From an optimization exercise on the open Yosys and OpenROAD flow, aimed at small area, a short achievable clock period and few clock cycles; shortcuts taken in it are not production practice. No run shown here included a check of the RTL's function; only the layout flow was run.

==> flow/design.v <==
`timescale 1ns/10ps
module geofence (clk, reset, X, Y, valid, is_inside);
input clk;
input reset;
input [9:0] X;
input [9:0] Y;
output reg valid;
output reg is_inside;
localparam S0 = 3'd0, S1 = 3'd1, S2 = 3'd2, S3 = 3'd3, SF = 3'd4;
reg [3:0] cnt;           
reg [2:0] st;
reg [9:0] px, py;        
reg       wsx, wsy;      
reg [9:0] wmx, wmy_n;        
wire [9:0] wmy = ~wmy_n;
reg       lsx, lsy, rsx, rsy;
reg [9:0] lmx_n, lmy, rmx_n, rmy;       
wire [9:0] lmx = ~lmx_n, rmx = ~rmx_n;
wire [10:0] dx = {1'b0, X} - {1'b0, px};
wire [10:0] dy = {1'b0, Y} - {1'b0, py};
wire       dsx = dx[10];
wire       dsy = dy[10];
wire [9:0] dmx = (dx[9:0] ^ {10{dsx}}) + {9'd0, dsx};
wire [9:0] dmy = (dy[9:0] ^ {10{dsy}}) + {9'd0, dsy};
wire       a_n, a_z, b_n, b_z;
xsign ua (.a(lmx), .b(wmy), .c(lmy), .d(wmx), .neg(a_n), .zero(a_z));   
xsign ub (.a(wmy), .b(rmx), .c(wmx), .d(rmy), .neg(b_n), .zero(b_z));   
wire lzx = lmx == 0, lzy = lmy == 0, wzx = wmx == 0, wzy = wmy == 0;
wire rzx = rmx == 0, rzy = rmy == 0;
wire a_s1 = lsx ^ wsy, a_s2 = lsy ^ wsx;
wire b_s1 = wsy ^ rsx, b_s2 = wsx ^ rsy;
wire [1:0] ca = (a_s1 != a_s2) ? (((lzx || wzy) && (lzy || wzx)) ? 2'b01 : {a_s1, 1'b0})
                               : (a_z ? 2'b01 : {a_s1 ^ a_n, 1'b0});
wire [1:0] cr = (b_s1 != b_s2) ? (((wzx || rzy) && (wzy || rzx)) ? 2'b01 : {b_s1, 1'b0})
                               : (b_z ? 2'b01 : {b_s1 ^ b_n, 1'b0});
wire a_neg = ca[1], a_zero = ca[0], a_pos = !ca[1] && !ca[0];
wire b_neg = !cr[1] && !cr[0], b_zero = cr[0];
wire w_zero = wzx && wzy;
wire opp = (!lzx && (lsx != wsx)) || (!lzy && (lsy != wsy));
reg [2:0] st_n;
reg       set_l, set_r, neg_l;
always @(*) begin
    st_n  = st;
    set_l = 1'b0;
    set_r = 1'b0;
    neg_l = 1'b0;
    if (!w_zero) begin
        case (st)
        S0: begin st_n = S1; set_l = 1'b1; set_r = 1'b1; end
        S1: begin
            if (a_neg && b_neg) st_n = SF;
            else if (a_neg) begin set_l = 1'b1; if (b_zero) st_n = S2; end
            else if (b_neg) begin set_r = 1'b1; if (a_zero) st_n = S2; end
            else if (a_zero && b_zero && opp) st_n = S3;
        end
        S2: if (a_neg) st_n = SF;
        S3: if (a_pos) st_n = S2;
            else if (a_neg) begin st_n = S2; neg_l = 1'b1; end
        default: st_n = SF;
        endcase
    end
end
wire proc = (cnt >= 4'd2) && (cnt <= 4'd8);
always @(posedge clk or posedge reset) begin
    if (reset) begin
        cnt <= 4'd0;
        st <= S0;
        valid <= 1'b0;
        is_inside <= 1'b0;
    end else begin
        cnt <= (cnt == 4'd9) ? 4'd0 : cnt + 4'd1;
        valid <= (cnt == 4'd8);
        if (cnt == 4'd8) is_inside <= (st_n == SF);
        if (proc) st <= st_n;
        else st <= S0;
    end
end
always @(posedge clk) begin
    if (cnt == 4'd0) begin
        px <= X;
        py <= Y;
    end
    wsx <= dsx; wmx <= dmx;
    wsy <= dsy; wmy_n <= ~dmy;
    if (proc && set_l) begin
        lsx <= wsx; lmx_n <= ~wmx;
        lsy <= wsy; lmy <= wmy;
    end else if (proc && neg_l) begin
        lsx <= !lsx;
        lsy <= !lsy;
    end
    if (proc && set_r) begin
        rsx <= wsx; rmx_n <= ~wmx;
        rsy <= wsy; rmy <= wmy;
    end
end
endmodule
module xsign (input [9:0] a, input [9:0] b, input [9:0] c, input [9:0] d, output neg, output zero);
wire t1, t2, t3, t4, t5, t6, t7, t8, t9, t10, t11, t12, t13, t14, t15, t16, t17, t18, t19, t20, t21, t22, t23, t24, t25, t26, t27, t28, t29, t30, t31, t32, t33, t34, t35, t36, t37, t38, t39, t40, t41, t42, t43, t44, t45, t46, t47, t48, t49, t50, t51, t52, t53, t54, t55, t56, t57, t58, t59, t60, t61, t62, t63, t64, t65, t66, t67, t68, t69, t70, t71, t72, t73, t74, t75, t76, t77, t78, t79, t80, t81, t82, t83, t84, t85, t86, t87, t88, t89, t90, t91, t92, t93, t94, t95, t96, t97, t98, t99, t100, t101, t102, t103, t104, t105, t106, t107, t108, t109, t110, t111, t112, t113, t114, t115, t116, t117, t118, t119, t120, t121, t122, t123, t124, t125, t126, t127, t128, t129, t130, t131, t132, t133, t134, t135, t136, t137, t138, t139, t140, t141, t142, t143, t144, t145, t146, t147, t148, t149, t150, t151, t152, t153, t154, t155, t156, t157, t158, t159, t160, t161, t162, t163, t164, t165, t166, t167, t168, t169, t170, t171, t172, t173, t174, t175, t176, t177, t178, t179, t180, t181, t182, t183, t184, t185, t186, t187, t188, t189, t190, t191, t192, t193, t194, t195, t196, t197, t198, t199, t200, t201, t202, t203, t204, t205, t206, t207, t208, t209, t210, t211, t212, t213, t214, t215, t216, t217, t218, t219, t220, t221, t222, t223, t224, t225, t226, t227, t228, t229, t230, t231, t232, t233, t234, t235, t236, t237, t238, t239, t240, t241, t242, t243, t244, t245, t246, t247, t248, t249, t250, t251, t252, t253, t254, t255, t256, t257, t258, t259, t260, t261, t262, t263, t264, t265, t266, t267, t268, t269, t270, t271, t272, t273, t274, t275, t276, t277, t278, t279, t280, t281, t282, t283, t284, t285, t286, t287, t288, t289, t290, t291, t292, t293, t294, t295, t296, t297, t298, t299, t300, t301, t302, t303, t304, t305, t306, t307, t308, t309, t310, t311, t312, t313, t314, t315, t316, t317, t318, t319, t320, t321, t322, t323, t324, t325, t326, t327, t328, t329, t330, t331, t332, t333, t334, t335, t336, t337, t338, t339, t340, t341, t342, t343, t344, t345, t346, t347, t348, t349, t350, t351, t352, t353, t354, t355, t356, t357, t358, t359, t360, t361, t362, t363, t364, t365, t366, t367, t368, t369, t370, t371, t372, t373, t374, t375, t376, t377, t378, t379, t380, t381, t382, t383, t384, t385, t386, t387, t388, t389, t390, t391, t392, t393, t394, t395, t396, t397, t398, t399, t400, t401, t402, t403, t404, t405, t406, t407, t408, t409, t410, t411, t412, t413, t414, t415, t416, t417, t418, t419, t420, t421, t422, t423, t424, t425, t426, t427, t428, t429, t430, t431, t432, t433, t434, t435, t436, t437, t438, t439, t440, t441, t442, t443, t444, t445, t446, t447, t448, t449, t450, t451, t452, t453, t454, t455, t456, t457, t458, t459, t460, t461, t462, t463, t464, t465, t466, t467, t468, t469, t470, t471, t472, t473, t474, t475, t476, t477, t478, t479, t480, t481, t482, t483, t484, t485, t486, t487, t488, t489, t490, t491, t492, t493, t494, t495, t496, t497, t498, t499, t500, t501, t502, t503, t504, t505, t506, t507, t508, t509, t510, t511, t512, t513, t514, t515, t516, t517, t518, t519, t520, t521, t522, t523, t524, t525, t526, t527, t528, t529, t530, t531, t532, t533, t534, t535, t536, t537, t538, t539, t540, t541, t542, t543, t544, t545, t546, t547, t548, t549, t550, t551, t552, t553, t554, t555, t556, t557, t558, t559, t560, t561, t562, t563, t564, t565, t566;
assign t1 = (a[0] & b[0]);
assign t2 = ~(c[0] & d[0]);
assign t3 = (a[0] & b[1]);
assign t4 = (a[1] & b[0]);
assign t5 = ~(c[1] & d[0]);
assign t6 = ~(c[0] & d[1]);
assign t7 = (a[0] & b[2]);
assign t8 = (a[1] & b[1]);
assign t9 = (a[2] & b[0]);
assign t10 = ~(c[2] & d[0]);
assign t11 = ~(c[1] & d[1]);
assign t12 = ~(c[0] & d[2]);
assign t13 = (a[0] & b[3]);
assign t14 = (a[1] & b[2]);
assign t15 = (a[2] & b[1]);
assign t16 = (a[3] & b[0]);
assign t17 = ~(c[3] & d[0]);
assign t18 = ~(c[2] & d[1]);
assign t19 = ~(c[1] & d[2]);
assign t20 = ~(c[0] & d[3]);
assign t21 = (a[0] & b[4]);
assign t22 = (a[1] & b[3]);
assign t23 = (a[2] & b[2]);
assign t24 = (a[3] & b[1]);
assign t25 = (a[4] & b[0]);
assign t26 = ~(c[4] & d[0]);
assign t27 = ~(c[3] & d[1]);
assign t28 = ~(c[2] & d[2]);
assign t29 = ~(c[1] & d[3]);
assign t30 = ~(c[0] & d[4]);
assign t31 = (a[0] & b[5]);
assign t32 = (a[1] & b[4]);
assign t33 = (a[2] & b[3]);
assign t34 = (a[3] & b[2]);
assign t35 = (a[4] & b[1]);
assign t36 = (a[5] & b[0]);
assign t37 = ~(c[5] & d[0]);
assign t38 = ~(c[4] & d[1]);
assign t39 = ~(c[3] & d[2]);
assign t40 = ~(c[2] & d[3]);
assign t41 = ~(c[1] & d[4]);
assign t42 = ~(c[0] & d[5]);
assign t43 = (a[0] & b[6]);
assign t44 = (a[1] & b[5]);
assign t45 = (a[2] & b[4]);
assign t46 = (a[3] & b[3]);
assign t47 = (a[4] & b[2]);
assign t48 = (a[5] & b[1]);
assign t49 = (a[6] & b[0]);
assign t50 = ~(c[6] & d[0]);
assign t51 = ~(c[5] & d[1]);
assign t52 = ~(c[4] & d[2]);
assign t53 = ~(c[3] & d[3]);
assign t54 = ~(c[2] & d[4]);
assign t55 = ~(c[1] & d[5]);
assign t56 = ~(c[0] & d[6]);
assign t57 = (a[0] & b[7]);
assign t58 = (a[1] & b[6]);
assign t59 = (a[2] & b[5]);
assign t60 = (a[3] & b[4]);
assign t61 = (a[4] & b[3]);
assign t62 = (a[5] & b[2]);
assign t63 = (a[6] & b[1]);
assign t64 = (a[7] & b[0]);
assign t65 = ~(c[7] & d[0]);
assign t66 = ~(c[6] & d[1]);
assign t67 = ~(c[5] & d[2]);
assign t68 = ~(c[4] & d[3]);
assign t69 = ~(c[3] & d[4]);
assign t70 = ~(c[2] & d[5]);
assign t71 = ~(c[1] & d[6]);
assign t72 = ~(c[0] & d[7]);
assign t73 = (a[0] & b[8]);
assign t74 = (a[1] & b[7]);
assign t75 = (a[2] & b[6]);
assign t76 = (a[3] & b[5]);
assign t77 = (a[4] & b[4]);
assign t78 = (a[5] & b[3]);
assign t79 = (a[6] & b[2]);
assign t80 = (a[7] & b[1]);
assign t81 = (a[8] & b[0]);
assign t82 = ~(c[8] & d[0]);
assign t83 = ~(c[7] & d[1]);
assign t84 = ~(c[6] & d[2]);
assign t85 = ~(c[5] & d[3]);
assign t86 = ~(c[4] & d[4]);
assign t87 = ~(c[3] & d[5]);
assign t88 = ~(c[2] & d[6]);
assign t89 = ~(c[1] & d[7]);
assign t90 = ~(c[0] & d[8]);
assign t91 = (a[0] & b[9]);
assign t92 = (a[1] & b[8]);
assign t93 = (a[2] & b[7]);
assign t94 = (a[3] & b[6]);
assign t95 = (a[4] & b[5]);
assign t96 = (a[5] & b[4]);
assign t97 = (a[6] & b[3]);
assign t98 = (a[7] & b[2]);
assign t99 = (a[8] & b[1]);
assign t100 = (a[9] & b[0]);
assign t101 = ~(c[9] & d[0]);
assign t102 = ~(c[8] & d[1]);
assign t103 = ~(c[7] & d[2]);
assign t104 = ~(c[6] & d[3]);
assign t105 = ~(c[5] & d[4]);
assign t106 = ~(c[4] & d[5]);
assign t107 = ~(c[3] & d[6]);
assign t108 = ~(c[2] & d[7]);
assign t109 = ~(c[1] & d[8]);
assign t110 = ~(c[0] & d[9]);
assign t111 = (a[1] & b[9]);
assign t112 = (a[2] & b[8]);
assign t113 = (a[3] & b[7]);
assign t114 = (a[4] & b[6]);
assign t115 = (a[5] & b[5]);
assign t116 = (a[6] & b[4]);
assign t117 = (a[7] & b[3]);
assign t118 = (a[8] & b[2]);
assign t119 = (a[9] & b[1]);
assign t120 = ~(c[9] & d[1]);
assign t121 = ~(c[8] & d[2]);
assign t122 = ~(c[7] & d[3]);
assign t123 = ~(c[6] & d[4]);
assign t124 = ~(c[5] & d[5]);
assign t125 = ~(c[4] & d[6]);
assign t126 = ~(c[3] & d[7]);
assign t127 = ~(c[2] & d[8]);
assign t128 = ~(c[1] & d[9]);
assign t129 = (a[2] & b[9]);
assign t130 = (a[3] & b[8]);
assign t131 = (a[4] & b[7]);
assign t132 = (a[5] & b[6]);
assign t133 = (a[6] & b[5]);
assign t134 = (a[7] & b[4]);
assign t135 = (a[8] & b[3]);
assign t136 = (a[9] & b[2]);
assign t137 = ~(c[9] & d[2]);
assign t138 = ~(c[8] & d[3]);
assign t139 = ~(c[7] & d[4]);
assign t140 = ~(c[6] & d[5]);
assign t141 = ~(c[5] & d[6]);
assign t142 = ~(c[4] & d[7]);
assign t143 = ~(c[3] & d[8]);
assign t144 = ~(c[2] & d[9]);
assign t145 = (a[3] & b[9]);
assign t146 = (a[4] & b[8]);
assign t147 = (a[5] & b[7]);
assign t148 = (a[6] & b[6]);
assign t149 = (a[7] & b[5]);
assign t150 = (a[8] & b[4]);
assign t151 = (a[9] & b[3]);
assign t152 = ~(c[9] & d[3]);
assign t153 = ~(c[8] & d[4]);
assign t154 = ~(c[7] & d[5]);
assign t155 = ~(c[6] & d[6]);
assign t156 = ~(c[5] & d[7]);
assign t157 = ~(c[4] & d[8]);
assign t158 = ~(c[3] & d[9]);
assign t159 = (a[4] & b[9]);
assign t160 = (a[5] & b[8]);
assign t161 = (a[6] & b[7]);
assign t162 = (a[7] & b[6]);
assign t163 = (a[8] & b[5]);
assign t164 = (a[9] & b[4]);
assign t165 = ~(c[9] & d[4]);
assign t166 = ~(c[8] & d[5]);
assign t167 = ~(c[7] & d[6]);
assign t168 = ~(c[6] & d[7]);
assign t169 = ~(c[5] & d[8]);
assign t170 = ~(c[4] & d[9]);
assign t171 = (a[5] & b[9]);
assign t172 = (a[6] & b[8]);
assign t173 = (a[7] & b[7]);
assign t174 = (a[8] & b[6]);
assign t175 = (a[9] & b[5]);
assign t176 = ~(c[9] & d[5]);
assign t177 = ~(c[8] & d[6]);
assign t178 = ~(c[7] & d[7]);
assign t179 = ~(c[6] & d[8]);
assign t180 = ~(c[5] & d[9]);
assign t181 = (a[6] & b[9]);
assign t182 = (a[7] & b[8]);
assign t183 = (a[8] & b[7]);
assign t184 = (a[9] & b[6]);
assign t185 = ~(c[9] & d[6]);
assign t186 = ~(c[8] & d[7]);
assign t187 = ~(c[7] & d[8]);
assign t188 = ~(c[6] & d[9]);
assign t189 = (a[7] & b[9]);
assign t190 = (a[8] & b[8]);
assign t191 = (a[9] & b[7]);
assign t192 = ~(c[9] & d[7]);
assign t193 = ~(c[8] & d[8]);
assign t194 = ~(c[7] & d[9]);
assign t195 = (a[8] & b[9]);
assign t196 = (a[9] & b[8]);
assign t197 = ~(c[9] & d[8]);
assign t198 = ~(c[8] & d[9]);
assign t199 = (a[9] & b[9]);
assign t200 = ~(c[9] & d[9]);
assign {t202, t201} = {1'b0, t91} + {1'b0, t92} + {1'b0, t93};
assign t203 = t111 ^ t112;
assign t204 = t111 & t112;
assign {t206, t205} = {1'b0, t43} + {1'b0, t44} + {1'b0, t45};
assign {t208, t207} = {1'b0, t57} + {1'b0, t58} + {1'b0, t59};
assign {t210, t209} = {1'b0, t60} + {1'b0, t61} + {1'b0, t62};
assign t211 = t63 ^ t64;
assign t212 = t63 & t64;
assign {t214, t213} = {1'b0, t73} + {1'b0, t74} + {1'b0, t75};
assign {t216, t215} = {1'b0, t76} + {1'b0, t77} + {1'b0, t78};
assign {t218, t217} = {1'b0, t79} + {1'b0, t80} + {1'b0, t81};
assign {t220, t219} = {1'b0, t82} + {1'b0, t83} + {1'b0, t84};
assign t221 = t85 ^ t86;
assign t222 = t85 & t86;
assign {t224, t223} = {1'b0, t94} + {1'b0, t95} + {1'b0, t96};
assign {t226, t225} = {1'b0, t97} + {1'b0, t98} + {1'b0, t99};
assign {t228, t227} = {1'b0, t100} + {1'b0, t101} + {1'b0, t102};
assign {t230, t229} = {1'b0, t103} + {1'b0, t104} + {1'b0, t105};
assign {t232, t231} = {1'b0, t106} + {1'b0, t107} + {1'b0, t108};
assign t233 = t109 ^ t110;
assign t234 = t109 & t110;
assign {t236, t235} = {1'b0, t113} + {1'b0, t114} + {1'b0, t115};
assign {t238, t237} = {1'b0, t116} + {1'b0, t117} + {1'b0, t118};
assign {t240, t239} = {1'b0, t119} + {1'b0, t120} + {1'b0, t121};
assign {t242, t241} = {1'b0, t122} + {1'b0, t123} + {1'b0, t124};
assign {t244, t243} = {1'b0, t125} + {1'b0, t126} + {1'b0, t127};
assign t245 = ~(t128 ^ t203);
assign t246 = t128 | t203;
assign {t248, t247} = {1'b0, t129} + {1'b0, t130} + {1'b0, t131};
assign {t250, t249} = {1'b0, t132} + {1'b0, t133} + {1'b0, t134};
assign {t252, t251} = {1'b0, t135} + {1'b0, t136} + {1'b0, t137};
assign {t254, t253} = {1'b0, t138} + {1'b0, t139} + {1'b0, t140};
assign {t256, t255} = {1'b0, t141} + {1'b0, t142} + {1'b0, t143};
assign {t258, t257} = {1'b0, t145} + {1'b0, t146} + {1'b0, t147};
assign {t260, t259} = {1'b0, t148} + {1'b0, t149} + {1'b0, t150};
assign {t262, t261} = {1'b0, t151} + {1'b0, t152} + {1'b0, t153};
assign {t264, t263} = {1'b0, t159} + {1'b0, t160} + {1'b0, t161};
assign {t266, t265} = {1'b0, t21} + {1'b0, t22} + {1'b0, t23};
assign {t268, t267} = {1'b0, t31} + {1'b0, t32} + {1'b0, t33};
assign {t270, t269} = {1'b0, t34} + {1'b0, t35} + {1'b0, t36};
assign t271 = t37 ^ t38;
assign t272 = t37 & t38;
assign {t274, t273} = {1'b0, t46} + {1'b0, t47} + {1'b0, t48};
assign {t276, t275} = {1'b0, t49} + {1'b0, t50} + {1'b0, t51};
assign {t278, t277} = {1'b0, t52} + {1'b0, t53} + {1'b0, t54};
assign t279 = t55 ^ t56;
assign t280 = t55 & t56;
assign {t282, t281} = {1'b0, t65} + {1'b0, t66} + {1'b0, t67};
assign {t284, t283} = {1'b0, t68} + {1'b0, t69} + {1'b0, t70};
assign t285 = ~(t71 ^ t72);
assign t286 = t71 | t72;
assign {t288, t287} = {1'b0, t207} + {1'b0, t209} + {1'b0, t211};
assign {t290, t289} = {1'b0, t87} + {1'b0, t88} + {1'b0, t89};
assign t291 = ~(t90 ^ t213);
assign t292 = t90 | t213;
assign {t294, t293} = {1'b0, t215} + {1'b0, t217} + {1'b0, t219};
assign {t296, t295} = {1'b0, t221} + {1'b0, t208} + {1'b0, t210};
assign t297 = ~(t223 ^ t201);
assign t298 = t223 | t201;
assign {t300, t299} = {1'b0, t225} + {1'b0, t227} + {1'b0, t229};
assign {t302, t301} = {1'b0, t231} + {1'b0, t233} + {1'b0, t214};
assign {t304, t303} = {1'b0, t216} + {1'b0, t218} + {1'b0, t220};
assign {t306, t305} = {1'b0, t202} + {1'b0, t235} + {1'b0, t237};
assign {t308, t307} = {1'b0, t239} + {1'b0, t241} + {1'b0, t243};
assign {t310, t309} = {1'b0, t245} + {1'b0, t224} + {1'b0, t226};
assign {t312, t311} = {1'b0, t228} + {1'b0, t230} + {1'b0, t232};
assign {t314, t313} = {1'b0, t144} + {1'b0, t204} + {1'b0, t247};
assign {t316, t315} = {1'b0, t249} + {1'b0, t251} + {1'b0, t253};
assign {t318, t317} = {1'b0, t255} + {1'b0, t236} + {1'b0, t238};
assign {t320, t319} = {1'b0, t240} + {1'b0, t242} + {1'b0, t244};
assign {t322, t321} = {1'b0, t154} + {1'b0, t155} + {1'b0, t156};
assign {t324, t323} = {1'b0, t157} + {1'b0, t158} + {1'b0, t257};
assign {t326, t325} = {1'b0, t259} + {1'b0, t261} + {1'b0, t248};
assign {t328, t327} = {1'b0, t250} + {1'b0, t252} + {1'b0, t254};
assign {t330, t329} = {1'b0, t162} + {1'b0, t163} + {1'b0, t164};
assign {t332, t331} = {1'b0, t165} + {1'b0, t166} + {1'b0, t167};
assign {t334, t333} = {1'b0, t168} + {1'b0, t169} + {1'b0, t170};
assign {t336, t335} = {1'b0, t263} + {1'b0, t258} + {1'b0, t260};
assign {t338, t337} = {1'b0, t171} + {1'b0, t172} + {1'b0, t173};
assign {t340, t339} = {1'b0, t174} + {1'b0, t175} + {1'b0, t176};
assign {t342, t341} = {1'b0, t177} + {1'b0, t178} + {1'b0, t179};
assign {t344, t343} = {1'b0, t181} + {1'b0, t182} + {1'b0, t183};
assign t345 = t7 ^ t8;
assign t346 = t7 & t8;
assign {t348, t347} = {1'b0, t13} + {1'b0, t14} + {1'b0, t15};
assign {t350, t349} = {1'b0, t16} + {1'b0, t17} + {1'b0, t18};
assign {t352, t351} = {1'b0, t24} + {1'b0, t25} + {1'b0, t26};
assign {t354, t353} = {1'b0, t27} + {1'b0, t28} + {1'b0, t29};
assign t355 = ~t30;
assign t356 = t30;
assign {t358, t357} = {1'b0, t39} + {1'b0, t40} + {1'b0, t41};
assign t359 = ~(t42 ^ t267);
assign t360 = t42 | t267;
assign {t362, t361} = {1'b0, t269} + {1'b0, t271} + {1'b0, t266};
assign t363 = ~(t273 ^ t205);
assign t364 = t273 | t205;
assign {t366, t365} = {1'b0, t275} + {1'b0, t277} + {1'b0, t279};
assign {t368, t367} = {1'b0, t268} + {1'b0, t270} + {1'b0, t272};
assign {t370, t369} = {1'b0, t206} + {1'b0, t281} + {1'b0, t283};
assign {t372, t371} = {1'b0, t285} + {1'b0, t287} + {1'b0, t274};
assign {t374, t373} = {1'b0, t276} + {1'b0, t278} + {1'b0, t280};
assign {t376, t375} = {1'b0, t212} + {1'b0, t289} + {1'b0, t291};
assign {t378, t377} = {1'b0, t293} + {1'b0, t295} + {1'b0, t282};
assign {t380, t379} = {1'b0, t284} + {1'b0, t286} + {1'b0, t288};
assign {t382, t381} = {1'b0, t222} + {1'b0, t297} + {1'b0, t299};
assign {t384, t383} = {1'b0, t301} + {1'b0, t303} + {1'b0, t290};
assign {t386, t385} = {1'b0, t292} + {1'b0, t294} + {1'b0, t296};
assign {t388, t387} = {1'b0, t234} + {1'b0, t305} + {1'b0, t307};
assign {t390, t389} = {1'b0, t309} + {1'b0, t311} + {1'b0, t298};
assign {t392, t391} = {1'b0, t300} + {1'b0, t302} + {1'b0, t304};
assign {t394, t393} = {1'b0, t246} + {1'b0, t313} + {1'b0, t315};
assign {t396, t395} = {1'b0, t317} + {1'b0, t319} + {1'b0, t306};
assign {t398, t397} = {1'b0, t308} + {1'b0, t310} + {1'b0, t312};
assign {t400, t399} = {1'b0, t256} + {1'b0, t321} + {1'b0, t323};
assign {t402, t401} = {1'b0, t325} + {1'b0, t327} + {1'b0, t314};
assign {t404, t403} = {1'b0, t316} + {1'b0, t318} + {1'b0, t320};
assign {t406, t405} = {1'b0, t262} + {1'b0, t329} + {1'b0, t331};
assign {t408, t407} = {1'b0, t333} + {1'b0, t335} + {1'b0, t322};
assign {t410, t409} = {1'b0, t324} + {1'b0, t326} + {1'b0, t328};
assign {t412, t411} = {1'b0, t180} + {1'b0, t264} + {1'b0, t337};
assign {t414, t413} = {1'b0, t339} + {1'b0, t341} + {1'b0, t330};
assign {t416, t415} = {1'b0, t332} + {1'b0, t334} + {1'b0, t336};
assign {t418, t417} = {1'b0, t184} + {1'b0, t185} + {1'b0, t186};
assign {t420, t419} = {1'b0, t187} + {1'b0, t188} + {1'b0, t343};
assign {t422, t421} = {1'b0, t338} + {1'b0, t340} + {1'b0, t342};
assign {t424, t423} = {1'b0, t189} + {1'b0, t190} + {1'b0, t191};
assign {t426, t425} = {1'b0, t192} + {1'b0, t193} + {1'b0, t194};
assign t427 = t3 ^ t4;
assign t428 = t3 & t4;
assign {t430, t429} = {1'b0, t9} + {1'b0, t10} + {1'b0, t11};
assign t431 = ~t12;
assign t432 = t12;
assign t433 = ~(t19 ^ t20);
assign t434 = t19 | t20;
assign {t436, t435} = {1'b0, t347} + {1'b0, t349} + {1'b0, t346};
assign {t438, t437} = {1'b0, t265} + {1'b0, t351} + {1'b0, t353};
assign {t440, t439} = {1'b0, t355} + {1'b0, t348} + {1'b0, t350};
assign {t442, t441} = {1'b0, t357} + {1'b0, t359} + {1'b0, t361};
assign {t444, t443} = {1'b0, t352} + {1'b0, t354} + {1'b0, t356};
assign {t446, t445} = {1'b0, t363} + {1'b0, t365} + {1'b0, t367};
assign {t448, t447} = {1'b0, t358} + {1'b0, t360} + {1'b0, t362};
assign {t450, t449} = {1'b0, t369} + {1'b0, t371} + {1'b0, t373};
assign {t452, t451} = {1'b0, t364} + {1'b0, t366} + {1'b0, t368};
assign {t454, t453} = {1'b0, t375} + {1'b0, t377} + {1'b0, t379};
assign {t456, t455} = {1'b0, t370} + {1'b0, t372} + {1'b0, t374};
assign {t458, t457} = {1'b0, t381} + {1'b0, t383} + {1'b0, t385};
assign {t460, t459} = {1'b0, t376} + {1'b0, t378} + {1'b0, t380};
assign {t462, t461} = {1'b0, t387} + {1'b0, t389} + {1'b0, t391};
assign {t464, t463} = {1'b0, t382} + {1'b0, t384} + {1'b0, t386};
assign {t466, t465} = {1'b0, t393} + {1'b0, t395} + {1'b0, t397};
assign {t468, t467} = {1'b0, t388} + {1'b0, t390} + {1'b0, t392};
assign {t470, t469} = {1'b0, t399} + {1'b0, t401} + {1'b0, t403};
assign {t472, t471} = {1'b0, t394} + {1'b0, t396} + {1'b0, t398};
assign {t474, t473} = {1'b0, t405} + {1'b0, t407} + {1'b0, t409};
assign {t476, t475} = {1'b0, t400} + {1'b0, t402} + {1'b0, t404};
assign {t478, t477} = {1'b0, t411} + {1'b0, t413} + {1'b0, t415};
assign {t480, t479} = {1'b0, t406} + {1'b0, t408} + {1'b0, t410};
assign {t482, t481} = {1'b0, t417} + {1'b0, t419} + {1'b0, t421};
assign {t484, t483} = {1'b0, t412} + {1'b0, t414} + {1'b0, t416};
assign {t486, t485} = {1'b0, t344} + {1'b0, t423} + {1'b0, t425};
assign {t488, t487} = {1'b0, t418} + {1'b0, t420} + {1'b0, t422};
assign {t490, t489} = {1'b0, t195} + {1'b0, t196} + {1'b0, t197};
assign {t492, t491} = {1'b0, t198} + {1'b0, t424} + {1'b0, t426};
assign t493 = t5 ^ t6;
assign t494 = t5 & t6;
assign {t496, t495} = {1'b0, t345} + {1'b0, t429} + {1'b0, t431};
assign {t498, t497} = {1'b0, t433} + {1'b0, t435} + {1'b0, t430};
assign {t500, t499} = {1'b0, t437} + {1'b0, t439} + {1'b0, t434};
assign {t502, t501} = {1'b0, t441} + {1'b0, t443} + {1'b0, t438};
assign {t504, t503} = {1'b0, t445} + {1'b0, t447} + {1'b0, t442};
assign {t506, t505} = {1'b0, t449} + {1'b0, t451} + {1'b0, t446};
assign {t508, t507} = {1'b0, t453} + {1'b0, t455} + {1'b0, t450};
assign {t510, t509} = {1'b0, t457} + {1'b0, t459} + {1'b0, t454};
assign {t512, t511} = {1'b0, t461} + {1'b0, t463} + {1'b0, t458};
assign {t514, t513} = {1'b0, t465} + {1'b0, t467} + {1'b0, t462};
assign {t516, t515} = {1'b0, t469} + {1'b0, t471} + {1'b0, t466};
assign {t518, t517} = {1'b0, t473} + {1'b0, t475} + {1'b0, t470};
assign {t520, t519} = {1'b0, t477} + {1'b0, t479} + {1'b0, t474};
assign {t522, t521} = {1'b0, t481} + {1'b0, t483} + {1'b0, t478};
assign {t524, t523} = {1'b0, t485} + {1'b0, t487} + {1'b0, t482};
assign {t526, t525} = {1'b0, t489} + {1'b0, t491} + {1'b0, t486};
assign {t528, t527} = {1'b0, t199} + {1'b0, t200} + {1'b0, t490};
assign t529 = t1 ^ t2;
assign t530 = t1 & t2;
assign t531 = ~(t493 ^ t427);
assign t532 = t493 | t427;
assign {t534, t533} = {1'b0, t428} + {1'b0, t495} + {1'b0, t494};
assign {t536, t535} = {1'b0, t432} + {1'b0, t497} + {1'b0, t496};
assign {t538, t537} = {1'b0, t436} + {1'b0, t499} + {1'b0, t498};
assign {t540, t539} = {1'b0, t440} + {1'b0, t501} + {1'b0, t500};
assign {t542, t541} = {1'b0, t444} + {1'b0, t503} + {1'b0, t502};
assign {t544, t543} = {1'b0, t448} + {1'b0, t505} + {1'b0, t504};
assign {t546, t545} = {1'b0, t452} + {1'b0, t507} + {1'b0, t506};
assign {t548, t547} = {1'b0, t456} + {1'b0, t509} + {1'b0, t508};
assign {t550, t549} = {1'b0, t460} + {1'b0, t511} + {1'b0, t510};
assign {t552, t551} = {1'b0, t464} + {1'b0, t513} + {1'b0, t512};
assign {t554, t553} = {1'b0, t468} + {1'b0, t515} + {1'b0, t514};
assign {t556, t555} = {1'b0, t472} + {1'b0, t517} + {1'b0, t516};
assign {t558, t557} = {1'b0, t476} + {1'b0, t519} + {1'b0, t518};
assign {t560, t559} = {1'b0, t480} + {1'b0, t521} + {1'b0, t520};
assign {t562, t561} = {1'b0, t484} + {1'b0, t523} + {1'b0, t522};
assign {t564, t563} = {1'b0, t488} + {1'b0, t525} + {1'b0, t524};
assign {t566, t565} = {1'b0, t492} + {1'b0, t527} + {1'b0, t526};
wire [20:0] r1 = {1'b1, t528, t565, t563, t561, t559, t557, t555, t553, t551, t549, t547, t545, t543, t541, t539, t537, t535, t533, t531, 1'b1};
wire [20:0] r2 = {1'b0, t566, t564, t562, t560, t558, t556, t554, t552, t550, t548, t546, t544, t542, t540, t538, t536, t534, t532, t530, t529};
wire cg0_0 = (r1[1] & r2[1]) | ((r1[1] | r2[1]) & (r1[0] & r2[0]));
wire cp0_0 = (r1[1] | r2[1]) & (r1[0] | r2[0]);
wire cg0_2 = (r1[3] & r2[3]) | ((r1[3] | r2[3]) & (r1[2] & r2[2]));
wire cp0_2 = (r1[3] | r2[3]) & (r1[2] | r2[2]);
wire cg0_4 = (r1[5] & r2[5]) | ((r1[5] | r2[5]) & (r1[4] & r2[4]));
wire cp0_4 = (r1[5] | r2[5]) & (r1[4] | r2[4]);
wire cg0_6 = (r1[7] & r2[7]) | ((r1[7] | r2[7]) & (r1[6] & r2[6]));
wire cp0_6 = (r1[7] | r2[7]) & (r1[6] | r2[6]);
wire cg0_8 = (r1[9] & r2[9]) | ((r1[9] | r2[9]) & (r1[8] & r2[8]));
wire cp0_8 = (r1[9] | r2[9]) & (r1[8] | r2[8]);
wire cg0_10 = (r1[11] & r2[11]) | ((r1[11] | r2[11]) & (r1[10] & r2[10]));
wire cp0_10 = (r1[11] | r2[11]) & (r1[10] | r2[10]);
wire cg0_12 = (r1[13] & r2[13]) | ((r1[13] | r2[13]) & (r1[12] & r2[12]));
wire cp0_12 = (r1[13] | r2[13]) & (r1[12] | r2[12]);
wire cg0_14 = (r1[15] & r2[15]) | ((r1[15] | r2[15]) & (r1[14] & r2[14]));
wire cp0_14 = (r1[15] | r2[15]) & (r1[14] | r2[14]);
wire cg0_16 = (r1[17] & r2[17]) | ((r1[17] | r2[17]) & (r1[16] & r2[16]));
wire cp0_16 = (r1[17] | r2[17]) & (r1[16] | r2[16]);
wire cg0_18 = (r1[19] & r2[19]) | ((r1[19] | r2[19]) & (r1[18] & r2[18]));
wire cp0_18 = (r1[19] | r2[19]) & (r1[18] | r2[18]);
wire cg1_0 = cg0_2 | (cp0_2 & cg0_0);
wire cp1_0 = cp0_2 & cp0_0;
wire cg1_2 = cg0_6 | (cp0_6 & cg0_4);
wire cp1_2 = cp0_6 & cp0_4;
wire cg1_4 = cg0_10 | (cp0_10 & cg0_8);
wire cp1_4 = cp0_10 & cp0_8;
wire cg1_6 = cg0_14 | (cp0_14 & cg0_12);
wire cp1_6 = cp0_14 & cp0_12;
wire cg1_8 = cg0_18 | (cp0_18 & cg0_16);
wire cp1_8 = cp0_18 & cp0_16;
wire cg2_0 = cg1_2 | (cp1_2 & cg1_0);
wire cp2_0 = cp1_2 & cp1_0;
wire cg2_2 = cg1_6 | (cp1_6 & cg1_4);
wire cp2_2 = cp1_6 & cp1_4;
wire cg3_0 = cg2_2 | (cp2_2 & cg2_0);
wire cp3_0 = cp2_2 & cp2_0;
wire cg4_0 = cg1_8 | (cp1_8 & cg3_0);
wire cp4_0 = cp1_8 & cp3_0;
assign neg = r1[20] ^ r2[20] ^ cg4_0;
wire [20:0] zc = {r1[19:0] | r2[19:0], 1'b0};
assign zero = ((r1 ^ r2) == zc);
endmodule
==> flow/flow/run.sh <==
#!/bin/bash
# Standard ORFS layout with two additions (same clock period and constraints):
#  1. after the standard synthesis, flow/polarity.py removes the inverters that
#     Yosys's full-adder extraction leaves between adders (logic unchanged);
#  2. timing repair aims at a larger setup slack than the default.
set -euo pipefail
RES="$PWD/orfs/results/$FLOW_PLATFORM/geofence/base"
LIB="$FLOW_HOME/platforms/$FLOW_PLATFORM/lib/sky130_fd_sc_hd__tt_025C_1v80.lib"
bash standard.sh "$RES/1_2_yosys.v" > synth.log 2>&1
cp "$RES/1_2_yosys.v" 1_2_yosys.before_polarity.v
python3 flow/polarity.py "$RES/1_2_yosys.v" "$LIB" > polarity.log 2>&1
bash standard.sh SETUP_SLACK_MARGIN=6.5 finish > layout.log 2>&1
==> flow/flow/polarity.py <==
#!/usr/bin/env python3
"""Inverter clean-up for a Yosys-mapped sky130hd netlist (flat, one module).

A full adder is self-dual: FA(~a, ~b, ~c) = (~sum, ~cout).  Simple gates have
an output-complemented twin with the same pins (and2/nand2, or2/nor2, ...).
This pass removes every inverter, then picks for each full adder and each such
gate whether it works in complemented polarity, so that as few signals as
possible need an inverter, re-adding one inverter per signal that still needs
its complement.  The logic function of the netlist is unchanged.

usage: polarity.py netlist.v liberty.lib [out.v]
"""
import re, sys, random

src, libf = sys.argv[1], sys.argv[2]
dst = sys.argv[3] if len(sys.argv) > 3 else src
P = "sky130_fd_sc_hd__"
OUTPINS = {"X", "Y", "Q", "Q_N", "SUM", "COUT", "HI", "LO"}
PAIRS = [("and2", "nand2"), ("or2", "nor2"), ("xor2", "xnor2"), ("a21o", "a21oi"),
         ("o21a", "o21ai"), ("a22o", "a22oi"), ("o22a", "o22ai"), ("and3", "nand3"),
         ("or3", "nor3"), ("and4", "nand4"), ("or4", "nor4"), ("a211o", "a211oi"),
         ("o211a", "o211ai"), ("a31o", "a31oi"), ("o31a", "o31ai"), ("and2b", "nand2b"),
         ("or2b", "nor2b"), ("mux2", "mux2i")]
COMP = {}
for a, b in PAIRS:
    COMP[a] = b
    COMP[b] = a

lib = open(libf).read()
area = {}
cpos = [(m.start(), m.group(1)) for m in re.finditer(r'cell \("(' + P + r'\w+)"\)', lib)]
for i, (pos, name) in enumerate(cpos):
    end = cpos[i + 1][0] if i + 1 < len(cpos) else len(lib)
    m = re.search(r'\n\s*area : ([0-9.]+);', lib[pos:end])
    if m:
        area[name] = float(m.group(1))
dont_use = {"sky130_fd_sc_hd__probe_p_8", "sky130_fd_sc_hd__probec_p_8"}

def family(t):
    m = re.match(P + r'(\w+?)_(\d+)$', t)
    return (m.group(1), int(m.group(2))) if m else (None, None)

def comp_type(t):
    fam, _ = family(t)
    c = COMP.get(fam)
    if not c:
        return None
    for size in (1, 2, 0, 4):
        name = f"{P}{c}_{size}"
        if name in area:
            return name
    return None

text = open(src).read()
mstart = text.index("module ")
hdr_end = text.index(";", mstart) + 1
endm = text.rindex("endmodule")
body = text[hdr_end:endm]
inst_re = re.compile(r'\n(\s*)(' + P + r'\w+)\s+(\S+)\s*\((.*?)\);', re.S)
pin_re = re.compile(r'\.(\w+)\(\s*((?:\\\S+\s)|[^()\s]*)\s*\)')
cells = []
for m in inst_re.finditer(body):
    pins = [(p, n.strip()) for p, n in pin_re.findall(m.group(4))]
    cells.append({"type": m.group(2), "name": m.group(3), "pins": pins, "span": m.span()})
ports = set()
for m in re.finditer(r'\n\s*(?:input|output|inout)\s+(?:\[[^\]]*\]\s*)?([^;]+);', body):
    for n in m.group(1).split(","):
        ports.add(n.strip())
def netbase(n):
    return n.split("[")[0].strip() if not n.startswith("\\") else n

drv = {}
for i, c in enumerate(cells):
    for p, n in c["pins"]:
        if p in OUTPINS and n:
            drv[n] = (i, p)

def is_inv(c):
    fam, _ = family(c["type"])
    return fam in ("inv", "clkinv")

removable = set()
for i, c in enumerate(cells):
    if is_inv(c):
        y = dict(c["pins"]).get("Y")
        a = dict(c["pins"]).get("A")
        if y and a and netbase(y) not in ports and not y.startswith("1'") and not a.startswith("1'"):
            removable.add(i)

memo = {}
def base(n):
    if n in memo:
        return memo[n]
    d = drv.get(n)
    if d and d[0] in removable:
        a = dict(cells[d[0]]["pins"])["A"]
        b, q = base(a)
        r = (b, q ^ 1)
    else:
        r = (n, 0)
    memo[n] = r
    return r

flip_kind = {}
for i, c in enumerate(cells):
    if i in removable:
        continue
    fam, _ = family(c["type"])
    if fam == "fa":
        flip_kind[i] = "fa"
    elif fam in COMP and comp_type(c["type"]):
        flip_kind[i] = "gate"
flip = {i: 0 for i in flip_kind}

# consumer pins
cons = {}      # base -> list of (cell, pin index, q)
for i, c in enumerate(cells):
    if i in removable:
        continue
    for k, (p, n) in enumerate(c["pins"]):
        if p in OUTPINS or not n or n.startswith("1'"):
            continue
        b, q = base(n)
        cons.setdefault(b, []).append((i, k, q))
cell_in_bases = {}
for b, lst in cons.items():
    for i, k, q in lst:
        cell_in_bases.setdefault(i, set()).add(b)
cell_out_bases = {}
for n, (i, p) in drv.items():
    if i not in removable:
        cell_out_bases.setdefault(i, set()).add(n)

def fdrv(b):
    d = drv.get(b)
    return flip.get(d[0], 0) if d else 0

def needs(b):
    fd = fdrv(b)
    for i, k, q in cons.get(b, ()):
        fc = flip[i] if flip_kind.get(i) == "fa" else 0
        if q ^ fc ^ fd:
            return 1
    return 0

INV = area[P + "inv_1"]
def gate_cost(i):
    if flip_kind.get(i) == "gate" and flip[i]:
        return area[comp_type(cells[i]["type"])] - area[cells[i]["type"]]
    return 0.0

def affected(i):
    s = set(cell_out_bases.get(i, ()))
    if flip_kind[i] == "fa":
        s |= cell_in_bases.get(i, set())
    return s

def total():
    return INV * sum(needs(b) for b in cons) + sum(gate_cost(i) for i in flip_kind)

start = total()
before_inv = len(removable)
rng = random.Random(1)
order = list(flip_kind)

def local_cost(i):
    aff = affected(i)
    return INV * sum(needs(b) for b in aff) + gate_cost(i)

def greedy():
    improved = True
    passes = 0
    while improved and passes < 50:
        improved = False
        passes += 1
        rng.shuffle(order)
        for i in order:
            c0 = local_cost(i)
            flip[i] ^= 1
            c1 = local_cost(i)
            if c1 < c0 - 1e-9:
                improved = True
            else:
                flip[i] ^= 1

# simulated annealing over flips of single cells and of a full adder together
# with the simple gates that drive its inputs
groups = [[i] for i in order]
for i in order:
    if flip_kind[i] != "fa":
        continue
    g = [i]
    for p, n in cells[i]["pins"]:
        if p in OUTPINS:
            continue
        d = drv.get(base(n)[0]) if n else None
        if d and flip_kind.get(d[0]) == "gate" and d[0] not in g:
            g.append(d[0])
    if len(g) > 1:
        groups.append(g)

def group_cost(g):
    aff = set()
    for i in g:
        aff |= affected(i)
    return INV * sum(needs(b) for b in aff) + sum(gate_cost(i) for i in g)

import math
cur = total()
best, bestflip = cur, dict(flip)
T0, T1 = 4.0, 0.05
steps = 400 * len(groups) if groups else 0
for s_ in range(steps):
    T = T0 * (T1 / T0) ** (s_ / max(1, steps - 1))
    g = groups[rng.randrange(len(groups))]
    c0 = group_cost(g)
    for i in g:
        flip[i] ^= 1
    c1 = group_cost(g)
    d = c1 - c0
    if d <= 0 or rng.random() < math.exp(-d / T):
        cur += d
        if cur < best - 1e-9:
            best, bestflip = cur, dict(flip)
    else:
        for i in g:
            flip[i] ^= 1
flip.update(bestflip)
greedy()
end = total()

# rewrite
newpins = {i: list(c["pins"]) for i, c in enumerate(cells)}
newtype = {i: c["type"] for i, c in enumerate(cells)}
for i, k in flip_kind.items():
    if k == "gate" and flip[i]:
        t = comp_type(cells[i]["type"])
        newtype[i] = t
        outp = "Y" if family(t)[0] in [b for a, b in PAIRS] and family(t)[0] != "mux2" or family(t)[0] == "mux2i" else "X"
        # inverting families use Y, non-inverting use X
        fam = family(t)[0]
        outp = "Y" if fam in ("nand2", "nor2", "xnor2", "a21oi", "o21ai", "a22oi", "o22ai", "nand3", "nor3", "nand4", "nor4", "a211oi", "o211ai", "a31oi", "o31ai", "nand2b", "nor2b", "mux2i") else "X"
        newpins[i] = [((outp if p in ("X", "Y") else p), n) for p, n in newpins[i]]
newinv = []
newwires = []
cnt = 0
for b, lst in cons.items():
    fd = fdrv(b)
    invnet = None
    for i, k, q in lst:
        fc = flip[i] if flip_kind.get(i) == "fa" else 0
        if q ^ fc ^ fd:
            if invnet is None:
                cnt += 1
                invnet = f"_pol{cnt}_"
                newwires.append(invnet)
                newinv.append((f"_polinv{cnt}_", b, invnet))
            n = invnet
        else:
            n = b
        p, _ = newpins[i][k]
        newpins[i][k] = (p, n)

def fmt(n):
    return n + " " if n.startswith("\\") else n
out = []
pos = 0
for i, c in enumerate(cells):
    s, e = c["span"]
    out.append(body[pos:s])
    pos = e
    if i in removable:
        continue
    ind = "\n  "
    pins = ",\n".join(f"    .{p}({fmt(n)})" for p, n in newpins[i])
    out.append(f"{ind}{newtype[i]} {c['name']} (\n{pins}\n  );")
out.append(body[pos:])
for name, a, y in newinv:
    out.append(f"  {P}inv_1 {name} (\n    .A({fmt(a)}),\n    .Y({y})\n  );\n")
nb = "".join(out)
decl = "".join(f"\n  wire {w};" for w in newwires)
res = text[:hdr_end] + decl + nb + text[endm:]
open(dst, "w").write(res)
nflip = sum(1 for i in flip if flip[i])
print(f"polarity: removed {before_inv} inverters, added {len(newinv)}; flipped {nflip} cells; cost {start:.1f} -> {end:.1f} (um2, inverters + gate swaps)")
==> flow/standard.sh <==
#!/bin/bash
# synth_recipe.tcl (not shown) runs the flow's synth.tcl, then flattens the netlist and writes it again
# the make line also repeats each setting of config.mk as NAME=value (left out here)
make -C /OpenROAD-flow-scripts/flow DESIGN_CONFIG=/design/flow/config.mk WORK_HOME=/design/flow/orfs CLKGATE_MAP_FILE= SYNTH_SCRIPT=/design/flow/synth_recipe.tcl "${@:-finish}"
==> flow/config.mk <==
export PLATFORM = sky130hd
export DESIGN_NAME = geofence
export DESIGN_NICKNAME = geofence
export VERILOG_FILES = /design/flow/design.v
export SDC_FILE = /design/flow/constraint.sdc
export NUM_CORES = 4
export LEC_CHECK = 0
export CAP_MARGIN = 20
export CORE_MARGIN = 2
export CORE_UTILIZATION = 40
export SLEW_MARGIN = 20
==> flow/constraint.sdc <==
create_clock -name core_clock -period 13.0 [get_ports {clk}]
set_input_delay 2.6000 -clock core_clock [delete_from_list [all_inputs] [get_ports {clk}]]
set_output_delay 2.6000 -clock core_clock [all_outputs]
set_load 0.01 [all_outputs]
==> results of run 1 <==
per-stage QoR:
step / setup slack [ns] / std cells / hold slack [ns]
3_3_place_gp: 5.27 / 2085 / 0.528
5_1_grt: 6.12 / 2211 / 0.565
2_1_floorplan: 6.50 / 1609 / 0.406
3_5_place_dp: 5.13 / 2085 / 0.518
4_1_cts: 6.36 / 2174 / 0.535
6_report: 6.26 / 2211 / 0.526
repair_timing:
action                     4_1_cts  5_1_grt
setup endpoints to repair       50       50
gates cloned                     6        3
pin swaps                       11       30
gates resized for setup         89       29
buffers inserted                67       34
state kept, by name (all words and copies together), names as in the netlist:
signal,flops
py,10
wsx,1
rmy,10
wsy,1
lsx,1
lmx_n,10
rsy,1
cnt,4
px,10
wmx,10
wmy_n,10
valid,1
lmy,10
st,3
lsy,1
rmx_n,10
rsx,1
is_inside,1
metal layers:
layer  vias up  routed length (um)  track usage, %
li1       5165                   -               -
met1      6037               17800            29.8
met2       610               21600            37.5
met3       146                4070            3.84
met4         0                1910            9.07
met5         -                   0               0
area by class of cell:
class	count	area, sq um	share of cell area [%]
inverter	207	777	4.22
clock buffer	9	225	1.22
sequential	95	2630	14.3
timing repair buffer	152	1680	9.10
multi-input combinational	1223	12400	67.2
tap	518	648	3.52
clock inverter	7	86.3	0.469
worst register-to-register path, delay by kind of cell, from the launching register on:
kind	cells	cell delay, ns
flip-flops	1	0.45
buffers and inverters	4	0.54
adder cells (fa/ha/maj)	7	3.14
AO/OA/AOI/OAI	4	1.09
AND/OR/NAND/NOR	6	1.41
final timing paths:
kind	depth (start not counted)	end	startpoint	slack [ns]
worst max register to register	21	st[1]	lmx_n[6]	6.26
max in group asynchronous	2	cnt[2]	reset	10.27
worst max-delay path	21	st[1]	lmx_n[6]	6.26
worst min-delay path	1	is_inside	is_inside	0.53
worst min register to register	1	is_inside	is_inside	0.53
min in group asynchronous	2	cnt[1]	reset	2.49
==> metrics.md, run 1 <==
| Metric | Value |
|---|---|
| Initial antenna violation count | 0 |
| Design Area, Final | ~18000 sq um |
| Core area | between 30000 and 40000 sq um |
| Crit-path leading delay family | adder cells |
| # hold bufs at CTS | 0 |
| Fillcell total | between 3000 and 4000 |
| Mapped Avg Cell Area | 9.80 sq um |
| Post-Syn Instances | around 1600 |
| CTS max path bufs | 2 |
| Final setup fails | 0 |
| CTS Buf Count | 9 |
| Commonest cells after routing, fill and taps aside | fa_1 (317), nor2_1 (216), nand2_1 (213), inv_1 (206), ha_1 (131) |
| DRT iter0 DRCs | 1051 |
| CTS Root Cell | clkbuf_16 |
| Initial Util | approximately 41% |
| Total of max-cap violations | 0 |
| CTS tree | yes |
| Later-pin clock latency in the skew report | around 0.37 ns |
| Synth Net Count | 2093 |
| H-tree levels | 3 |
| Antenna cells | 0 |
| Share of cells above drive strength 1 | roughly an eighth |
| Die width | 203 um |
| Detailed Route WL | 45400 um |
| Vias | ~12000 |
| RSZ-0062 raised after global routing | yes |
| Clock Sink Count | 95 |
| Netlist Area Pre-Place | about 16000 sq um |
| Cell mode on critical path | fa_1 |
| Critical path buffers and inverters | 4 |
| TNS Setup | 0 ns |
| Crit path launch type | flip-flop |
| TritonRoute pass-1 iters | 5 |
| Pin count of the biggest net entering global routing | 23 |
| Largest stage delay on the critical path | 0.58 ns |
| First-pass GRT wire length | between 70000 and 80000 um |
| YS warnings | 1 |
| Max Freq | between 0.1 and 0.15 GHz |
| Worst-Margin Slew | between 1 and 1.5 ns |
| Crit. End Element | flip-flop |
| Critical path's slowest cell | fa_1 |
| Core Rows | just over 70 |
| Worst path required time | around 13 ns |
| Final ANT Viol Nets | 0 |
| Top Ports | 24 |
| Input/output buffers | 23 |
| Worst hold path class | reg -> reg |
| GRT overflow | 0 |
| Post-Place Cell Area | about 17000 sq um |
| Layout Skew | 0.0128 ns |
| Commonest non-fill, non-tap cell in the layout | fa_1 |
| Number of global-route vias before repair | 13100 |
| Die Ht | 203 um |
| Total Routing Usage GR | a little under a quarter |
| Worst path cell trace | buf_12 > nor2_2 > fa_1 > fa_1 > fa_1 > fa_1 > fa_2 > fa_1 > inv_1 > ha_2 > or4_4 > or4b_4 > a311oi_4 > o31ai_4 > nand4_1 > nand2_1 > a21o_4 > buf_12 > a222oi_1 > buf_4 > nor2_1 |
| Post-Route Utilization | roughly 48% |
| Fin crit share | about half |
| # DRC | 0 |
| Slew HR | approximately 33% |
| Final RePlAce weighted congestion | roughly 0.87 |
| Worst setup path class | reg -> reg |
| Routed len/inst | 20.5 um |
| Layout area overhead | 16.8% |
| CTS clk-pin slew, worst paths | ~0.080 ns |
| Post-detail-place hpwl | a little over 30000 um |
| Final-report hold violation count | 0 |
| Crit Path Max Fanout | 7 |
| Die area | 41000 sq um |
| Via density | approximately 5.4 |
| Final nets | around 2200 |
| Slew Viols, Final | 0 |
| Status | timing/DRC/antenna clean |
| Min Tclk post-route | 6.74 ns |
| Arrival time at the worst endpoint | between 6 and 7 ns |
==> run 2: changes to the inputs <==
--- a/flow/design.v
+++ b/flow/design.v
@@ -38,28 +38,25 @@
 wire w_zero = wzx && wzy;
 wire opp = (!lzx && (lsx != wsx)) || (!lzy && (lsy != wsy));
 reg [2:0] st_n;
-reg       set_l, set_r, neg_l;
 always @(*) begin
-    st_n  = st;
-    set_l = 1'b0;
-    set_r = 1'b0;
-    neg_l = 1'b0;
+    st_n = st;
     if (!w_zero) begin
         case (st)
-        S0: begin st_n = S1; set_l = 1'b1; set_r = 1'b1; end
+        S0: st_n = S1;
         S1: begin
             if (a_neg && b_neg) st_n = SF;
-            else if (a_neg) begin set_l = 1'b1; if (b_zero) st_n = S2; end
-            else if (b_neg) begin set_r = 1'b1; if (a_zero) st_n = S2; end
-            else if (a_zero && b_zero && opp) st_n = S3;
+            else if ((a_neg && b_zero) || (b_neg && a_zero)) st_n = S2;
+            else if (!a_neg && !b_neg && a_zero && b_zero && opp) st_n = S3;
         end
         S2: if (a_neg) st_n = SF;
-        S3: if (a_pos) st_n = S2;
-            else if (a_neg) begin st_n = S2; neg_l = 1'b1; end
+        S3: if (!a_zero) st_n = S2;
         default: st_n = SF;
         endcase
     end
 end
+wire set_l = ((st == S0) && !w_zero) || ((st == S1) && a_neg);
+wire set_r = ((st == S0) && !w_zero) || ((st == S1) && b_neg);
+wire neg_l = (st == S3) && a_neg;
 wire proc = (cnt >= 4'd2) && (cnt <= 4'd8);
 always @(posedge clk or posedge reset) begin
     if (reset) begin
==> run 2 against run 1 <==
  * Critical path depth rose by 4
  * Final area rose by 1.9%
  * Highest routed layer unchanged
  * Sequential cell count did not move
  * Clock skew fell by 0.00099 ns
  * Critical path type unchanged
==> metrics.md, run 2 <==
| Metric | Value |
|---|---|
| Die width | approximately 200 um |
| Detailed Route WL | roughly 44000 um |
| DRT iter0 DRCs | 958 |
| Core area | 38600 sq um |
| Status | timing/DRC/antenna clean |
| Worst-Margin Slew | roughly 0.81 ns |
| Netlist Area Pre-Place | ~16000 sq um |
| Fillcell total | approximately 3500 |
| Core Rows | slightly above 70 |
| Initial Util | around two fifths |
| Clock Sink Count | 95 |
| CTS Root Cell | clkbuf_16 |
| Share of cells above drive strength 1 | about a fifth |
| Antenna cells | 0 |
| CTS Buf Count | 9 |
| Layout Skew | ~0.012 ns |
| Final nets | 2195 |
| Via density | roughly 5.3 |
| Slew Viols, Final | 0 |
| TritonRoute pass-1 iters | 6 |
| # hold bufs at CTS | 0 |
| Pin count of the biggest net entering global routing | 23 |
| Max Freq | 0.152 GHz |
| Worst hold path class | reg -> reg |
| Total Routing Usage GR | between 20% and 30% |
| Die area | approximately 41000 sq um |
| Total of max-cap violations | 0 |
| Final setup fails | 0 |
| Number of global-route vias before repair | 12900 |
| Post-Syn Instances | 1581 |
| Final-report hold violation count | 0 |
| Largest stage delay on the critical path | about 0.6 ns |
| Worst path required time | between 10 and 15 ns |
| Later-pin clock latency in the skew report | 0.35 ns |
| CTS clk-pin slew, worst paths | approximately 0.080 ns |
| Routed len/inst | ~20 um |
| Fin crit share | 50.6% |
| Commonest cells after routing, fill and taps aside | fa_1 (299), nor2_1 (207), nand2_1 (205), inv_1 (194), buf_4 (136) |
| # DRC | 0 |
| Crit Path Max Fanout | 6 |
| Fin cells | ~2200 |
| Cell mode on critical path | fa_1 |
| RSZ-0062 raised after global routing | yes |
| CTS tree | yes |
| First-pass GRT wire length | 69100 um |
| Placed cell count | 2049 |
| Slew HR | about 46% |
| Critical path's slowest cell | fa_2 |
| Arrival time at the worst endpoint | ~6.6 ns |
| Final ANT Viol Nets | 0 |
| Post-detail-place hpwl | approximately 29000 um |
| GRT overflow | 0 |
| Crit. End Element | flip-flop |
| TNS Setup | 0 ns |
| Mapped Avg Cell Area | slightly below 10 sq um |
| Initial antenna violation count | 0 |
| CTS max path bufs | 2 |
| Input/output buffers | 23 |
| Min Tclk post-route | 6.58 ns |
| Layout area overhead | 19.8% |
| H-tree levels | 3 |
| Die Ht | 202 um |
| Vias | roughly 12000 |
| YS warnings | 1 |
| Synth Net Count | roughly 2100 |
| Crit path launch type | flip-flop |
| Worst setup path class | reg -> reg |
| Commonest non-fill, non-tap cell in the layout | fa_1 |
| Top Ports | 24 |
| Final RePlAce weighted congestion | slightly above 0.8 |
run 2: repair_timing:
action | CTS | global route
pin swaps | 29 | 83
setup endpoints to repair | 52 | 51
cloned | 6 | 3
setup buffers | 115 | 44
resized for setup | 81 | 124
run 2: final cells by class:
cell class                      instances  area, sq um  share of cell area [%]
Inverter                              204          773                    4.12
Tap cell                              518          648                    3.45
Timing Repair Buffer                  199         1900                    10.1
Sequential cell                        95         2660                    14.1
Clock buffer                           10          229                    1.22
Multi-Input combinational cell       1202        12500                    66.5
Clock inverter                          6         73.8                   0.393
run 2: path summary, 6_finish.rpt:
path,startpoint,end,slack [ns],cells past startpoint
min in group asynchronous,reset,valid,2.50,2
worst max register to register,rmx_n[9],rmy[5],6.42,25
max in group asynchronous,reset,st[2],10.25,2
worst min register to register,is_inside,is_inside,0.50,2
worst max-delay path,rmx_n[9],rmy[5],6.42,25
worst min-delay path,is_inside,is_inside,0.50,2
run 2: stage by stage:
stage / hold slack [ns] / utilization (%) / instance area [sq um] / worst slack, ns
final: 0.504 / 48.6 / 18800 / 6.42
after global routing: 0.537 / 48.6 / 18800 / 6.29
after CTS: 0.507 / 46.3 / 17900 / 6.42
after detailed placement: 0.479 / 42.2 / 16300 / 5.28
after global placement: 0.492 / 42.2 / 16300 / 5.41
after floorplan: 0.470 / - / 15700 / 6.52
run 2: metal layers:
metal  wire (um)  up-vias  part of all wire [%]  track usage, %
met3        4280      128                   9.8            4.34
met1       17200     5938                    39            29.0
li1            -     5168                     -               -
met4        1710        0                   3.9            7.09
met5           0        -                     0               0
met2       20700      578                    47            36.4
run 2: worst max-delay path: cells and delay by family, from the launching register on:
| kind | cells | cell delay [ns] |
|---|---|---|
| muxes | 1 | 0.29 |
| xor gates and xnor gates | 1 | 0.16 |
| adders and majority gates | 8 | 3.34 |
| DFF | 1 | 0.48 |
| and+or+nand+nor | 7 | 1.21 |
| buffers and inverters | 7 | 0.61 |
| AOI/OAI and AO/OA | 1 | 0.19 |
==> run 3: changes to the inputs <==
--- a/flow/flow/run.sh
+++ b/flow/flow/run.sh
@@ -9,4 +9,4 @@
 bash standard.sh "$RES/1_2_yosys.v" > synth.log 2>&1
 cp "$RES/1_2_yosys.v" 1_2_yosys.before_polarity.v
 python3 flow/polarity.py "$RES/1_2_yosys.v" "$LIB" > polarity.log 2>&1
-bash standard.sh SETUP_SLACK_MARGIN=6.5 finish > layout.log 2>&1
+bash standard.sh SETUP_SLACK_MARGIN=6 finish > layout.log 2>&1
==> run 3 against run 2 <==
  * Still clean
  * Final area shrank 5.7%
  * First-iteration DRC count fell by 19%
  * Core utilization shrank 2.7 points
  * Synthesized cell count is the same
  * Critical path type unchanged
  * Critical endpoint is now is_inside
  * Highest routed layer unchanged
==> metrics.md, run 3 <==
| Metric | Value |
|---|---|
| Die area | between 40000 and 50000 sq um |
| GRT overflow | 0 |
| Slew Viols, Final | 0 |
| Total of max-cap violations | 0 |
| Max layer used | met4 |
| Later-pin clock latency in the skew report | roughly 0.36 ns |
| Via density | ~5.2 |
| Synth Net Count | 2065 |
| Worst hold path class | reg -> reg |
| Clock Sink Count | between 90 and 100 |
| Worst R2R Path Depth | 23 |
| Number of global-route vias before repair | about 12000 |
| Routed len/inst | 18.6 um |
| Cell mode on critical path | fa_1 |
| CTS Buf Count | 9 |
| Slew HR | between 30 and 40% |
| Worst path required time | 13.26 ns |
| Pin count of the biggest net entering global routing | 23 |
| Netlist Area Pre-Place | 15700 sq um |
| First-pass GRT wire length | approximately 65000 um |
| Reg-to-Reg End | is_inside |
| Core Rows | between 70 and 80 |
| Met2 routed WL | a little under 20000 um |
| Post-detail-place hpwl | slightly below 30000 um |
| Antenna cells | 0 |
| Die width | between 200 and 250 um |
| Fin crit share | a little over half |
| Core area | a little under 40000 sq um |
| # DRC | 0 |
| Vias | 11400 |
| Status | timing/DRC/antenna clean |
| RSZ-0062 raised after global routing | yes |
| Crit. End Element | flip-flop |
| Largest stage delay on the critical path | around 0.59 ns |
| Layout area overhead | 13.1% |
| Top Ports | 24 |
| Final RePlAce weighted congestion | approximately 0.86 |
| Commonest non-fill, non-tap cell in the layout | fa_1 |
| Layout Skew | between 0.009 and 0.01 ns |
| Final-report hold violation count | 0 |
| M1 WL | 16700 um |
| Final setup fails | 0 |
| Input/output buffers | 23 |
| Final nets | 2138 |
| Die Ht | about 200 um |
| Reg-to-reg slack, setup | 6.23 ns |
| Critical path's slowest cell | edfxtp_1 |
| TNS Setup | 0 ns |
| Crit path launch type | flip-flop |
| H-tree levels | 3 |
| Initial Util | roughly two fifths |
| Share of cells above drive strength 1 | between 10% and 20% |
| Worst-Margin Slew | about 0.90 ns |
| Final worst slack | 6.23 ns |
| RR Startpoint | rmx_n[7] |
| CTS Root Cell | clkbuf_16 |
| CTS max path bufs | 2 |
| Final Hold Slack | a little over 0.5 ns |
| Arrival time at the worst endpoint | around 7 ns |
| Post-Place Cell Area | 16300 sq um |
| CTS clk-pin slew, worst paths | around 0.080 ns |
| Mapped Avg Cell Area | about 9.9 sq um |
| Detailed Route WL | 40500 um |
| Worst path cell trace | buf_4 > nor2_1 > fa_1 > fa_1 > fa_1 > fa_1 > fa_1 > fa_1 > inv_1 > ha_1 > xnor2_1 > nor4_1 > nand4_1 > or4_4 > inv_1 > nor3_1 > and3_1 > inv_2 > mux2i_4 > buf_4 > o22ai_1 > a2bb2oi_2 > o41ai_2 |
| Final ANT Viol Nets | 0 |
| Min Tclk post-route | 6.77 ns |
| YS warnings | 1 |
| CTS tree | yes |
| TritonRoute pass-1 iters | 5 |
| Max Freq | 0.148 GHz |
| WHS Endpoint | is_inside |
| Hold_sp | is_inside |
| DRT iter0 DRCs | about 770 |
| Crit Path Max Fanout | 8 |
| Initial antenna violation count | 0 |
| Commonest cells after routing, fill and taps aside | fa_1 (326), nor2_1 (238), nand2_1 (208), inv_1 (202), ha_1 (134) |
| Design Area, Final | between 15000 and 20000 sq um |
| Dpl ws | between 4 and 5 ns |
| Met3 Wirelength | ~3000 um |
| Post-Syn Instances | ~1600 |
| Worst setup path class | reg -> reg |
| Total Routing Usage GR | roughly a fifth |
| Hold Path Stages | 2 |
[run 3: how the worst max path moves through the flow]
stage	from	endpoint	slack, ns
2_1_floorplan	wmy_n[1]	rmx_n[0]	6.19
3_3_place_gp	wmy_n[1]	rmy[1]	5.00
3_5_place_dp	wmy_n[2]	rmy[1]	4.91
4_1_cts	X[0]	wmx[8]	6.03
5_1_grt	X[0]	wmx[8]	5.93
6_report	rmx_n[7]	is_inside	6.23
[run 3: area by class of cell]
class	count	area [sq um]
inverter	204	766
timing repair buffer	142	1240
clock buffer	10	239
clock inverter	6	62.6
multi-input combinational	1202	12100
fill	3588	20900
sequential	95	2640
tap	518	648
[run 3: per-layer routing]
layer | vias up | GRT usage [%]
li1 | 5048 | -
met1 | 5773 | 27.4
met2 | 479 | 34.4
met3 | 90 | 2.87
met4 | 0 | 6.38
met5 | - | 0
[run 3: what timing repair did]
item / in CTS / in global routing
gates cloned: 2 / 1
endpoints found under the setup margin: 50 / 52
hold buffers: 0 / 0
setup buffers: 36 / 74
pin swaps: 3 / 9
resized for setup: 36 / 23
[run 3: worst max-delay path, delay by kind of cell (launching register included)]
kind / cells / cell delay (ns)
fa+ha+maj: 7 / 3.20
simple gates: 6 / 1.33
flops: 1 / 0.59
buf+inv: 5 / 0.58
compound gates: 3 / 0.53
mux: 1 / 0.29
xor+xnor: 1 / 0.16
[run 3: per-stage QoR]
| stage | util [%] | std cells |
|---|---|---|
| global route | 45.8 | 2177 |
| global placement | 42.2 | 2048 |
| finish | 45.8 | 2177 |
| detailed placement | 42.2 | 2048 |
| CTS | 44.0 | 2102 |
| floorplan | - | 1581 |

[separate check: timing with driven ports]
The results above use ideal ports. As a check the final layouts listed here were re-extracted and re-timed, cells and wires unchanged.
Step 1 (the two cells are an assumption about what drives the block):
set clk [get_ports {clk}]
set_driving_cell -lib_cell sky130_fd_sc_hd__clkbuf_16 $clk
set_driving_cell -lib_cell sky130_fd_sc_hd__buf_2 [delete_from_list [all_inputs] $clk]
Step 2 moves the port delays by t, midway between the first and last clock arrival at a register: inputs arrive t later, outputs are due t later. That takes back most of the time a late clock gives input paths.
a / b / c = ideal / step 1 / step 2; a / b = the first two.
run | t (ns) | slack for setup (ns) | hold WS [ns] | clock arrival spread, ns | cell pins on the clock port's net
run 1 | 0.399 | 6.257 / 6.257 / 6.257 | 0.526 / 0.526 / 0.526 | 0.012 / 0.013 | 1
run 2 | 0.387 | 6.419 / 6.419 / 6.419 | 0.504 / 0.504 / 0.504 | 0.012 / 0.012 | 1
run 3 | 0.402 | 6.235 / 6.235 / 5.934 | 0.505 / 0.505 / 0.505 | 0.010 / 0.010 | 1
After both steps setup and hold are still met in every run listed. The setup slack of run 3, which loses most, moves by 0.000 ns with the drivers and by -0.301 ns with both steps.
